From an optimization exercise on the open Yosys and OpenROAD flow, aimed at small area and a short achievable clock period; shortcuts taken in it are not production practice.
RTL that was checked went through simulation tests only; none was proved equivalent to the original.
Power is estimated from default activity; no workload was simulated.

==> flow/design.v (excerpt) <==
module resize_controller(
    clk,
    reset_n,
    enable,
    src_addr1,
    src_addr2,
    des_addr,
    stage_flag,
    fraction_part,
    done
);
  input wire clk;
  input wire reset_n;
  input wire enable;
  output reg  done, stage_flag;
  output wire [23-1:0] src_addr1, src_addr2;
  output wire [23-1:0] des_addr;
  output wire [15:0] fraction_part;
  reg [19:0] des;       
  reg [1:0]  colh;      
  reg [19:0] s1;        
  reg [7:0]  g;         
  reg [10:0] fr;        
  assign des_addr      = {3'b000, des};
  assign src_addr1     = {3'b000, s1};
  wire        dz    = ~|des;
  wire        plus1 = stage_flag ? (dz & ~done) : ~dz;
  wire        p384  = stage_flag & ~(dz & ~done);
  reg  [19:0] s2;
  reg         c2;
  integer     m;
  always @* begin
    for (m = 0; m < 7; m = m + 1)
      s2[m] = s1[m] ^ (plus1 & (&(s1[6:0] | ~((7'd1 << m) - 7'd1))));
    c2 = plus1 & (&s1[6:0]);
    s2[7] = s1[7] ^ p384 ^ c2;
    c2 = (s1[7] & (p384 | c2)) | (p384 & c2);
    s2[8] = s1[8] ^ p384 ^ c2;
    c2 = (s1[8] & (p384 | c2)) | (p384 & c2);
    for (m = 9; m < 20; m = m + 1)
      s2[m] = s1[m] ^ (c2 & (&(s1[19:9] | ~((11'd1 << (m - 9)) - 11'd1))));
  end
  assign src_addr2 = {3'b000, s2};
  assign fraction_part = {2'b00, fr, 3'b000};
  wire [19:0] des_n, s1_n;
  wire [1:0]  colh_n;
  wire [7:0]  g_n;
  wire [10:0] fr_n;
  wire        stage_n, done_n;
  rc_next u_next (
    .done(done), .stage_flag(stage_flag), .des(des), .colh(colh), .s1(s1), .g(g),
    .des_n(des_n), .colh_n(colh_n), .s1_n(s1_n), .g_n(g_n), .fr_n(fr_n),
    .stage_n(stage_n), .done_n(done_n)
  );
  localparam N = 20 + 2 + 20 + 8 + 11 + 2;
  wire [N-1:0] d;
  rc_hold #(.W(N)) u_hold (
    .en(enable),
    .nx({des_n, colh_n, s1_n, g_n, fr_n, stage_n, done_n}),
    .q ({des,   colh,   s1,   g,   fr,   stage_flag, done}),
    .d (d)
  );
  always @(posedge clk or negedge reset_n) begin
    if (~reset_n) begin
      des        <= 0;
      colh       <= 0;
      s1         <= 0;
      g          <= 0;
      fr         <= 0;
      stage_flag <= 0;
      done       <= 0;
    end else begin
      {des, colh, s1, g, fr, stage_flag, done} <= d;
    end
  end
endmodule
Size: ~90 I/O pins, about 5100 sq um of cells after synthesis.
export LEC_CHECK = 0
export CAP_MARGIN = 20
export CORE_MARGIN = 2
export CORE_UTILIZATION = 40
export PLACE_DENSITY = 0.6
export SLEW_MARGIN = 20
create_clock -name core_clock -period 32.0 [get_ports {clk}]
standard.sh (not shown) runs the stock make flow with config.mk's settings and CLKGATE_MAP_FILE= SYNTH_SCRIPT=/design/flow/synth_recipe.tcl, a recipe that flattens the netlist after the stock synthesis.
==> flow/flow/run.sh <==
#!/bin/bash
# Standard ORFS layout, with the port buffers made of buf_1 cells instead of
# the default delay buffers. Each tool's output goes to the ORFS logs; make's
# own output goes to flow_make.log here.
set -euo pipefail
bash standard.sh "BUFFER_PORTS_ARGS=-buffer_cell sky130_fd_sc_hd__buf_1" finish > flow_make.log 2>&1
The starting point finished clean.
==> next run, changes <==
--- a/flow/design.v
+++ b/flow/design.v
@@ -4,21 +4,27 @@
     input  wire [19:0] des,
     input  wire [1:0]  colh,
     input  wire [19:0] s1,
     input  wire [7:0]  g,
     output wire [19:0] des_n,
     output wire [1:0]  colh_n,
     output wire [19:0] s1_n,
     output wire [7:0]  g_n,
     output wire [10:0] fr_n,
     output wire        stage_n,
-    output wire        done_n
+    output wire        done_n,
+    input  wire        a1,
+    input  wire        a384,
+    output wire        a1_n,
+    output wire        a384_n,
+    output wire        c7_n,
+    output wire        c9_n
 );
   wire live = ~done;
   wire [8:0] col = {colh, des[6:0]};
   wire lo127  = &des[6:0];
   wire col0   = (colh == 2'd0) & ~|des[6:0];
   wire c383   = (colh == 2'd2) & lo127;              
   wire c384   = (colh == 2'd3);                      
   wire dz     = ~|des;
   wire end0   = (des == 20'd552959);                 
   wire d147   = (des == 20'd147456);
@@ -125,20 +131,24 @@
     end
     pinc = hc & ~kh[3];
     pdec = ~hc & kh[3];
     for (k = 3; k < 13; k = k + 1) begin
       h_sum[k] = s1[7+k] ^ (pinc | pdec);
       pinc = pinc & s1[7+k];
       pdec = pdec & ~s1[7+k];
     end
   end
   assign s1_n = {ld ? hv : h_sum, l_sum};
+  assign a1_n   = live ? ~stage_flag : a1;
+  assign a384_n = live ? stage_flag : a384;
+  assign c7_n   = a1_n & (&s1_n[6:0]);
+  assign c9_n   = a384_n ? (s1_n[8] | s1_n[7]) : (a1_n & (&s1_n[8:0]));
 endmodule
 module rc_hold #(parameter W = 1) (
     input  wire         en,
     input  wire [W-1:0] nx,
     input  wire [W-1:0] q,
     output wire [W-1:0] d
 );
   assign d = en ? nx : q;
 endmodule
 module resize_controller(
@@ -159,61 +169,61 @@
   output wire [23-1:0] src_addr1, src_addr2;
   output wire [23-1:0] des_addr;
   output wire [15:0] fraction_part;
   reg [19:0] des;       
   reg [1:0]  colh;      
   reg [19:0] s1;        
   reg [7:0]  g;         
   reg [10:0] fr;        
   assign des_addr      = {3'b000, des};
   assign src_addr1     = {3'b000, s1};
-  wire        dz    = ~|des;
-  wire        plus1 = stage_flag ? (dz & ~done) : ~dz;
-  wire        p384  = stage_flag & ~(dz & ~done);
+  reg         a1, a384, c7, c9;
+  wire        a1_n, a384_n, c7_n, c9_n;
   reg  [19:0] s2;
-  reg         c2;
   integer     m;
   always @* begin
     for (m = 0; m < 7; m = m + 1)
-      s2[m] = s1[m] ^ (plus1 & (&(s1[6:0] | ~((7'd1 << m) - 7'd1))));
-    c2 = plus1 & (&s1[6:0]);
-    s2[7] = s1[7] ^ p384 ^ c2;
-    c2 = (s1[7] & (p384 | c2)) | (p384 & c2);
-    s2[8] = s1[8] ^ p384 ^ c2;
-    c2 = (s1[8] & (p384 | c2)) | (p384 & c2);
+      s2[m] = s1[m] ^ (a1 & (&(s1[6:0] | ~((7'd1 << m) - 7'd1))));
+    s2[7] = s1[7] ^ (a384 | c7);
+    s2[8] = s1[8] ^ (a384 ? ~s1[7] : (c7 & s1[7]));
     for (m = 9; m < 20; m = m + 1)
-      s2[m] = s1[m] ^ (c2 & (&(s1[19:9] | ~((11'd1 << (m - 9)) - 11'd1))));
+      s2[m] = s1[m] ^ (c9 & (&(s1[19:9] | ~((11'd1 << (m - 9)) - 11'd1))));
   end
   assign src_addr2 = {3'b000, s2};
   assign fraction_part = {2'b00, fr, 3'b000};
   wire [19:0] des_n, s1_n;
   wire [1:0]  colh_n;
   wire [7:0]  g_n;
   wire [10:0] fr_n;
   wire        stage_n, done_n;
   rc_next u_next (
     .done(done), .stage_flag(stage_flag), .des(des), .colh(colh), .s1(s1), .g(g),
     .des_n(des_n), .colh_n(colh_n), .s1_n(s1_n), .g_n(g_n), .fr_n(fr_n),
-    .stage_n(stage_n), .done_n(done_n)
+    .stage_n(stage_n), .done_n(done_n),
+    .a1(a1), .a384(a384), .a1_n(a1_n), .a384_n(a384_n), .c7_n(c7_n), .c9_n(c9_n)
   );
-  localparam N = 20 + 2 + 20 + 8 + 11 + 2;
+  localparam N = 20 + 2 + 20 + 8 + 11 + 2 + 4;
   wire [N-1:0] d;
   rc_hold #(.W(N)) u_hold (
     .en(enable),
-    .nx({des_n, colh_n, s1_n, g_n, fr_n, stage_n, done_n}),
-    .q ({des,   colh,   s1,   g,   fr,   stage_flag, done}),
+    .nx({des_n, colh_n, s1_n, g_n, fr_n, stage_n, done_n, a1_n, a384_n, c7_n, c9_n}),
+    .q ({des,   colh,   s1,   g,   fr,   stage_flag, done, a1, a384, c7, c9}),
     .d (d)
   );
   always @(posedge clk or negedge reset_n) begin
     if (~reset_n) begin
       des        <= 0;
       colh       <= 0;
       s1         <= 0;
       g          <= 0;
       fr         <= 0;
       stage_flag <= 0;
       done       <= 0;
+      a1         <= 0;
+      a384       <= 0;
+      c7         <= 0;
+      c9         <= 0;
     end else begin
-      {des, colh, s1, g, fr, stage_flag, done} <= d;
+      {des, colh, s1, g, fr, stage_flag, done, a1, a384, c7, c9} <= d;
     end
   end
 endmodule
What happened:
- The new run finished with timing, DRC and antenna clean
- wire length is lower by 6.6%
- final cell count is higher by 0.37%
- power is lower by 7.6%
- design area is lower by 0.65%
- non-clock buffer count is lower by 2
- fmax is higher by 32%
- hold slack gets better by 0.018 ns
- count of clock-buffer cells in the layout is higher by 1
- die area is lower by 1.6%
- first-iteration DRC count is higher by 15%
- worst setup slack gets better by 2.8 ns
- register-to-register slack gets better by 0.03 ns
- global-route usage is lower by 0.90 points
- combinational power is lower by 25%
Only the layout flow was run in the first run of this note; the RTL was not checked for function there.

========
The RTL this note starts from:
==> flow/design.v <==
module rc_next(
    input  wire        done,
    input  wire        stage_flag,
    input  wire [19:0] des,
    input  wire [1:0]  colh,
    input  wire [19:0] s1,
    input  wire [7:0]  g,
    output wire [19:0] des_n,
    output wire [1:0]  colh_n,
    output wire [19:0] s1_n,
    output wire [7:0]  g_n,
    output wire [10:0] fr_n,
    output wire        stage_n,
    output wire        done_n,
    input  wire        a1,
    input  wire        a384,
    output wire        a1_n,
    output wire        a384_n,
    output wire        c7_n,
    output wire        c9_n,
    output wire        c4_n,
    output wire        c13_n,
    output wire        c17_n
);
  wire live = ~done;
  wire [8:0] col = {colh, des[6:0]};
  wire lo127  = &des[6:0];
  wire col0   = (colh == 2'd0) & ~|des[6:0];
  wire c383   = (colh == 2'd2) & lo127;              
  wire c384   = (colh == 2'd3);                      
  wire dz     = ~|des;
  wire end0   = (des == 20'd552959);                 
  wire d147   = (des == 20'd147456);
  wire d294   = (des == 20'd294912);
  wire d442   = (des == 20'd442368);
  wire cwrap = stage_flag ? c384 : c383;
  wire last  = live & (stage_flag ? (c384 & d442) : end0);
  assign stage_n = stage_flag | last;
  assign done_n  = done | (last & stage_flag);
  reg  [19:0] des_inc;
  reg         dc;
  integer     i;
  always @* begin
    dc = live & ~(stage_flag & c384);
    for (i = 0; i < 20; i = i + 1) begin
      des_inc[i] = des[i] ^ dc;
      dc = dc & des[i];
    end
  end
  assign des_n  = last ? 20'd0 : des_inc;
  assign colh_n = (live & cwrap) ? 2'd0 : colh + {1'b0, live & lo127};
  reg  [7:0] g_add;
  reg        gc;
  reg  [7:0] gk;
  integer    j;
  always @* begin
    gk = stage_flag ? ((live & c384) ? 8'd64 : 8'd0) : 8'd171;
    gc = 1'b0;
    for (j = 0; j < 8; j = j + 1) begin
      g_add[j] = g[j] ^ gk[j] ^ gc;
      gc = (g[j] & gk[j]) | (gc & (g[j] ^ gk[j]));
    end
  end
  assign g_n = (~stage_flag & c383) ? 8'd0 : g_add;
  wire [7:0] gmask = stage_flag       ? 8'hFF :
                     (col >= 9'd306)  ? 8'h80 :
                     (col >= 9'd153)  ? 8'hC0 :
                     (col >= 9'd76)   ? 8'hE0 :
                     (col >= 9'd38)   ? 8'hF0 :
                     (col >= 9'd19)   ? 8'hF8 :
                     (col >= 9'd9)    ? 8'hFC :
                     (col >= 9'd4)    ? 8'hFE : 8'hFF;
  wire [7:0] gm = g_n & gmask;
  reg  [2:0] q;
  always @* begin
    casez (gm)
      8'b1???????: q = 3'd7;
      8'b01??????: q = 3'd6;
      8'b001?????: q = 3'd5;
      8'b0001????: q = 3'd4;
      8'b00001???: q = 3'd3;
      8'b000001??: q = 3'd2;
      8'b0000001?: q = 3'd1;
      default:     q = 3'd0;
    endcase
  end
  wire [7:0]  gn = gm << (3'd7 - q);
  assign fr_n = (gm == 8'd0) ? 11'd0 : {4'd7 + {1'b0, q}, gn[6:0]};
  wire carry = (g < 8'd171);      
  reg  [1:0]  kl;                 
  reg  [3:0]  kh;                 
  reg         ld;                 
  reg  [12:0] hv;
  always @* begin
    kl = 2'd1; kh = 4'd0; ld = 1'b0; hv = 13'd0;
    if (done) kl = 2'd0;
    else if (~stage_flag) begin
      if (col0) begin
        if (dz) kl = 2'd0;
        else begin kl = 2'd2; kh = -4'd5; end
      end else if (c383) begin
        if (end0) begin ld = 1'b1; hv = 13'd4; end
        else kh = 4'd5;
      end else kl = carry ? 2'd2 : 2'd1;
    end else begin
      if (col0) begin
        if (dz) begin kl = 2'd3; kh = -4'd5; end
        else if (d147) begin ld = 1'b1; hv = 13'd1440; end
        else if (d294) begin ld = 1'b1; hv = 13'd2880; end
        else kh = (des[8:7] == 2'd0) ? 4'd6 : 4'd3;
      end else if (c384) begin
        kl = 2'd0;
        if (d147)      begin ld = 1'b1; hv = 13'd2874; end
        else if (d294) begin ld = 1'b1; hv = 13'd4314; end
        else if (d442) begin ld = 1'b1; hv = 13'd1434; end
        else kh = -4'd3;
      end
    end
  end
  reg  [6:0]  l_sum;
  reg  [12:0] h_sum;
  reg         lc, hc, pinc, pdec;
  integer     k;
  always @* begin
    lc = 1'b0;
    for (k = 0; k < 7; k = k + 1) begin
      l_sum[k] = s1[k] ^ (k < 2 ? kl[k] : 1'b0) ^ lc;
      lc = (k < 2 ? (s1[k] & kl[k]) : 1'b0) | (lc & (s1[k] ^ (k < 2 ? kl[k] : 1'b0)));
    end
    hc = lc;
    for (k = 0; k < 3; k = k + 1) begin
      h_sum[k] = s1[7+k] ^ kh[k] ^ hc;
      hc = (s1[7+k] & kh[k]) | (hc & (s1[7+k] ^ kh[k]));
    end
    pinc = hc & ~kh[3];
    pdec = ~hc & kh[3];
    for (k = 3; k < 13; k = k + 1) begin
      h_sum[k] = s1[7+k] ^ (pinc | pdec);
      pinc = pinc & s1[7+k];
      pdec = pdec & ~s1[7+k];
    end
  end
  assign s1_n = {ld ? hv : h_sum, l_sum};
  assign a1_n   = live ? ~stage_flag : a1;
  assign a384_n = live ? stage_flag : a384;
  assign c7_n   = a1_n & (&s1_n[6:0]);
  assign c9_n   = a384_n ? (s1_n[8] | s1_n[7]) : (a1_n & (&s1_n[8:0]));
  assign c4_n   = a1_n & (&s1_n[3:0]);
  assign c13_n  = c9_n & (&s1_n[12:9]);
  assign c17_n  = c13_n & (&s1_n[16:13]);
endmodule
module rc_hold #(parameter W = 1) (
    input  wire         en,
    input  wire [W-1:0] nx,
    input  wire [W-1:0] q,
    output wire [W-1:0] d
);
  assign d = en ? nx : q;
endmodule
module resize_controller(
    clk,
    reset_n,
    enable,
    src_addr1,
    src_addr2,
    des_addr,
    stage_flag,
    fraction_part,
    done
);
  input wire clk;
  input wire reset_n;
  input wire enable;
  output reg  done, stage_flag;
  output wire [23-1:0] src_addr1, src_addr2;
  output wire [23-1:0] des_addr;
  output wire [15:0] fraction_part;
  reg [19:0] des;       
  reg [1:0]  colh;      
  reg [19:0] s1;        
  reg [7:0]  g;         
  reg [10:0] fr;        
  assign des_addr      = {3'b000, des};
  assign src_addr1     = {3'b000, s1};
  reg         a1, a384, c7, c9, c4, c13, c17;
  wire        a1_n, a384_n, c7_n, c9_n, c4_n, c13_n, c17_n;
  reg  [19:0] s2;
  integer     m;
  always @* begin
    for (m = 0; m < 4; m = m + 1)
      s2[m] = s1[m] ^ (a1 & (&(s1[3:0] | ~((4'd1 << m) - 4'd1))));
    for (m = 4; m < 7; m = m + 1)
      s2[m] = s1[m] ^ (c4 & (&(s1[6:4] | ~((3'd1 << (m - 4)) - 3'd1))));
    s2[7] = s1[7] ^ (a384 | c7);
    s2[8] = s1[8] ^ (a384 ? ~s1[7] : (c7 & s1[7]));
    for (m = 9; m < 13; m = m + 1)
      s2[m] = s1[m] ^ (c9 & (&(s1[12:9] | ~((4'd1 << (m - 9)) - 4'd1))));
    for (m = 13; m < 17; m = m + 1)
      s2[m] = s1[m] ^ (c13 & (&(s1[16:13] | ~((4'd1 << (m - 13)) - 4'd1))));
    for (m = 17; m < 20; m = m + 1)
      s2[m] = s1[m] ^ (c17 & (&(s1[19:17] | ~((3'd1 << (m - 17)) - 3'd1))));
  end
  assign src_addr2 = {3'b000, s2};
  assign fraction_part = {2'b00, fr, 3'b000};
  wire [19:0] des_n, s1_n;
  wire [1:0]  colh_n;
  wire [7:0]  g_n;
  wire [10:0] fr_n;
  wire        stage_n, done_n;
  rc_next u_next (
    .done(done), .stage_flag(stage_flag), .des(des), .colh(colh), .s1(s1), .g(g),
    .des_n(des_n), .colh_n(colh_n), .s1_n(s1_n), .g_n(g_n), .fr_n(fr_n),
    .stage_n(stage_n), .done_n(done_n),
    .a1(a1), .a384(a384), .a1_n(a1_n), .a384_n(a384_n), .c7_n(c7_n), .c9_n(c9_n),
    .c4_n(c4_n), .c13_n(c13_n), .c17_n(c17_n)
  );
  localparam N = 20 + 2 + 20 + 8 + 11 + 2 + 7;
  wire [N-1:0] d;
  rc_hold #(.W(N)) u_hold (
    .en(enable),
    .nx({des_n, colh_n, s1_n, g_n, fr_n, stage_n, done_n, a1_n, a384_n, c7_n, c9_n, c4_n, c13_n, c17_n}),
    .q ({des,   colh,   s1,   g,   fr,   stage_flag, done, a1, a384, c7, c9, c4, c13, c17}),
    .d (d)
  );
  always @(posedge clk or negedge reset_n) begin
    if (~reset_n) begin
      des        <= 0;
      colh       <= 0;
      s1         <= 0;
      g          <= 0;
      fr         <= 0;
      stage_flag <= 0;
      done       <= 0;
      a1         <= 0;
      a384       <= 0;
      c7         <= 0;
      c9         <= 0;
      c4         <= 0;
      c13        <= 0;
      c17        <= 0;
    end else begin
      {des, colh, s1, g, fr, stage_flag, done, a1, a384, c7, c9, c4, c13, c17} <= d;
    end
  end
endmodule
export LEC_CHECK = 0
export CAP_MARGIN = 20
export CORE_MARGIN = 2
export CORE_UTILIZATION = 40
export PLACE_DENSITY = 0.6
export SLEW_MARGIN = 20
create_clock -name core_clock -period 32.0 [get_ports {clk}]
==> flow/flow/run.sh <==
#!/bin/bash
set -euo pipefail
bash standard.sh "BUFFER_PORTS_ARGS=-buffer_cell sky130_fd_sc_hd__buf_1" \
  "CTS_ARGS=-sink_clustering_enable -repair_clock_nets -dont_use_dummy_load -buf_list sky130_fd_sc_hd__clkbuf_4 -root_buf sky130_fd_sc_hd__clkbuf_8" \
  "SETUP_SLACK_MARGIN=24.0" finish > flow_make.log 2>&1
Change:
--- a/flow/design.v
+++ b/flow/design.v
@@ -26,11 +26,10 @@
   wire [8:0] col = {colh, des[6:0]};
   wire lo127  = &des[6:0];
   wire col0   = (colh == 2'd0) & ~|des[6:0];
   wire c383   = (colh == 2'd2) & lo127;              
   wire c384   = (colh == 2'd3);                      
-  wire dz     = ~|des;
   wire end0   = (des == 20'd552959);                 
   wire d147   = (des == 20'd147456);
   wire d294   = (des == 20'd294912);
   wire d442   = (des == 20'd442368);
   wire cwrap = stage_flag ? c384 : c383;
@@ -86,63 +85,52 @@
   end
   wire [7:0]  gn = gm << (3'd7 - q);
   assign fr_n = (gm == 8'd0) ? 11'd0 : {4'd7 + {1'b0, q}, gn[6:0]};
   wire carry = (g < 8'd171);      
   reg  [1:0]  kl;                 
-  reg  [3:0]  kh;                 
-  reg         ld;                 
-  reg  [12:0] hv;
-  always @* begin
-    kl = 2'd1; kh = 4'd0; ld = 1'b0; hv = 13'd0;
+  reg  [12:0] kh;                 
+  always @* begin
+    kl = 2'd1; kh = 13'd0;
     if (done) kl = 2'd0;
     else if (~stage_flag) begin
       if (col0) begin
-        if (dz) kl = 2'd0;
-        else begin kl = 2'd2; kh = -4'd5; end
-      end else if (c383) begin
-        if (end0) begin ld = 1'b1; hv = 13'd4; end
-        else kh = 4'd5;
-      end else kl = carry ? 2'd2 : 2'd1;
+        if (~a1) kl = 2'd0;               
+        else begin kl = 2'd2; kh = -13'd5; end
+      end else if (c383) kh = end0 ? -13'd7195 : 13'd5;
+      else kl = carry ? 2'd2 : 2'd1;
     end else begin
       if (col0) begin
-        if (dz) begin kl = 2'd3; kh = -4'd5; end
-        else if (d147) begin ld = 1'b1; hv = 13'd1440; end
-        else if (d294) begin ld = 1'b1; hv = 13'd2880; end
-        else kh = (des[8:7] == 2'd0) ? 4'd6 : 4'd3;
+        if (~a384) begin kl = 2'd3; kh = -13'd5; end    
+        else if (d147 | d294) kh = -13'd1434;
+        else kh = (des[8:7] == 2'd0) ? 13'd6 : 13'd3;
       end else if (c384) begin
         kl = 2'd0;
-        if (d147)      begin ld = 1'b1; hv = 13'd2874; end
-        else if (d294) begin ld = 1'b1; hv = 13'd4314; end
-        else if (d442) begin ld = 1'b1; hv = 13'd1434; end
-        else kh = -4'd3;
+        if (d147 | d294) kh = 13'd1437;
+        else if (d442)   kh = -13'd2883;
+        else             kh = -13'd3;
       end
     end
   end
   reg  [6:0]  l_sum;
   reg  [12:0] h_sum;
-  reg         lc, hc, pinc, pdec;
+  reg         lc, hc;
   integer     k;
   always @* begin
-    lc = 1'b0;
-    for (k = 0; k < 7; k = k + 1) begin
-      l_sum[k] = s1[k] ^ (k < 2 ? kl[k] : 1'b0) ^ lc;
-      lc = (k < 2 ? (s1[k] & kl[k]) : 1'b0) | (lc & (s1[k] ^ (k < 2 ? kl[k] : 1'b0)));
-    end
+    l_sum[0] = s1[0] ^ kl[0];
+    lc = s1[0] & kl[0];
+    l_sum[1] = s1[1] ^ kl[1] ^ lc;
+    lc = (s1[1] & kl[1]) | (lc & (s1[1] ^ kl[1]));
+    for (k = 2; k < 7; k = k + 1)
+      l_sum[k] = s1[k] ^ (lc & (&(s1[6:2] | ~((5'd1 << (k - 2)) - 5'd1))));
+    lc = (&s1[6:2]) & (s1[1] ? (s1[0] ? |kl : kl[1]) : (s1[0] & (&kl)));
     hc = lc;
-    for (k = 0; k < 3; k = k + 1) begin
+    for (k = 0; k < 13; k = k + 1) begin
       h_sum[k] = s1[7+k] ^ kh[k] ^ hc;
       hc = (s1[7+k] & kh[k]) | (hc & (s1[7+k] ^ kh[k]));
     end
-    pinc = hc & ~kh[3];
-    pdec = ~hc & kh[3];
-    for (k = 3; k < 13; k = k + 1) begin
-      h_sum[k] = s1[7+k] ^ (pinc | pdec);
-      pinc = pinc & s1[7+k];
-      pdec = pdec & ~s1[7+k];
-    end
-  end
-  assign s1_n = {ld ? hv : h_sum, l_sum};
+  end
+  assign s1_n = {h_sum, l_sum};
   assign a1_n   = live ? ~stage_flag : a1;
   assign a384_n = live ? stage_flag : a384;
   assign c7_n   = a1_n & (&s1_n[6:0]);
   assign c9_n   = a384_n ? (s1_n[8] | s1_n[7]) : (a1_n & (&s1_n[8:0]));
   assign c4_n   = a1_n & (&s1_n[3:0]);
Outcome: The changed run produced a clean layout; register-to-register slack got worse by 0.87 ns; synthesized area falls by 7.0%; clock power came out lower by about 2%; non-clock buffer count is unchanged; combinational power goes up to 3.7 times its value; final cell count falls by 10%.

==> what the ideal ports hide <==
Ports are ideal in the flow. The routed layouts listed here were re-timed in OpenROAD. Step 1, drivers: a clkbuf_16 drives clk and a buf_2 each remaining input, both assumed. Step 2, shift: input delay + t, output delay - t, t = (earliest + latest rising clock arrival at the registers) / 2. This alone moves slack from input paths to output paths. Three values: no drivers, after step 1, after step 2; two values: the first two.
run	t, ns	setup slack, ns	worst hold slack (ns)	worst register clock-pin slew, ns
the first run of note 1	0.370	20.657 / 20.618 / 20.988	0.474 / 0.474 / 0.474	0.06 / 0.06
the second run of note 1	0.380	23.408 / 23.371 / 23.554	0.491 / 0.491 / 0.491	0.06 / 0.06
the first run of note 2	0.380	24.160 / 24.126 / 23.814	0.491 / 0.491 / 0.491	0.08 / 0.08
the second run of note 2	0.376	24.173 / 24.140 / 23.811	0.486 / 0.486 / 0.486	0.08 / 0.08
After both steps setup and hold are still met in every run listed. The setup slack of the second run of note 2, which loses most, moves by -0.033 ns with the drivers and by -0.362 ns with both steps.
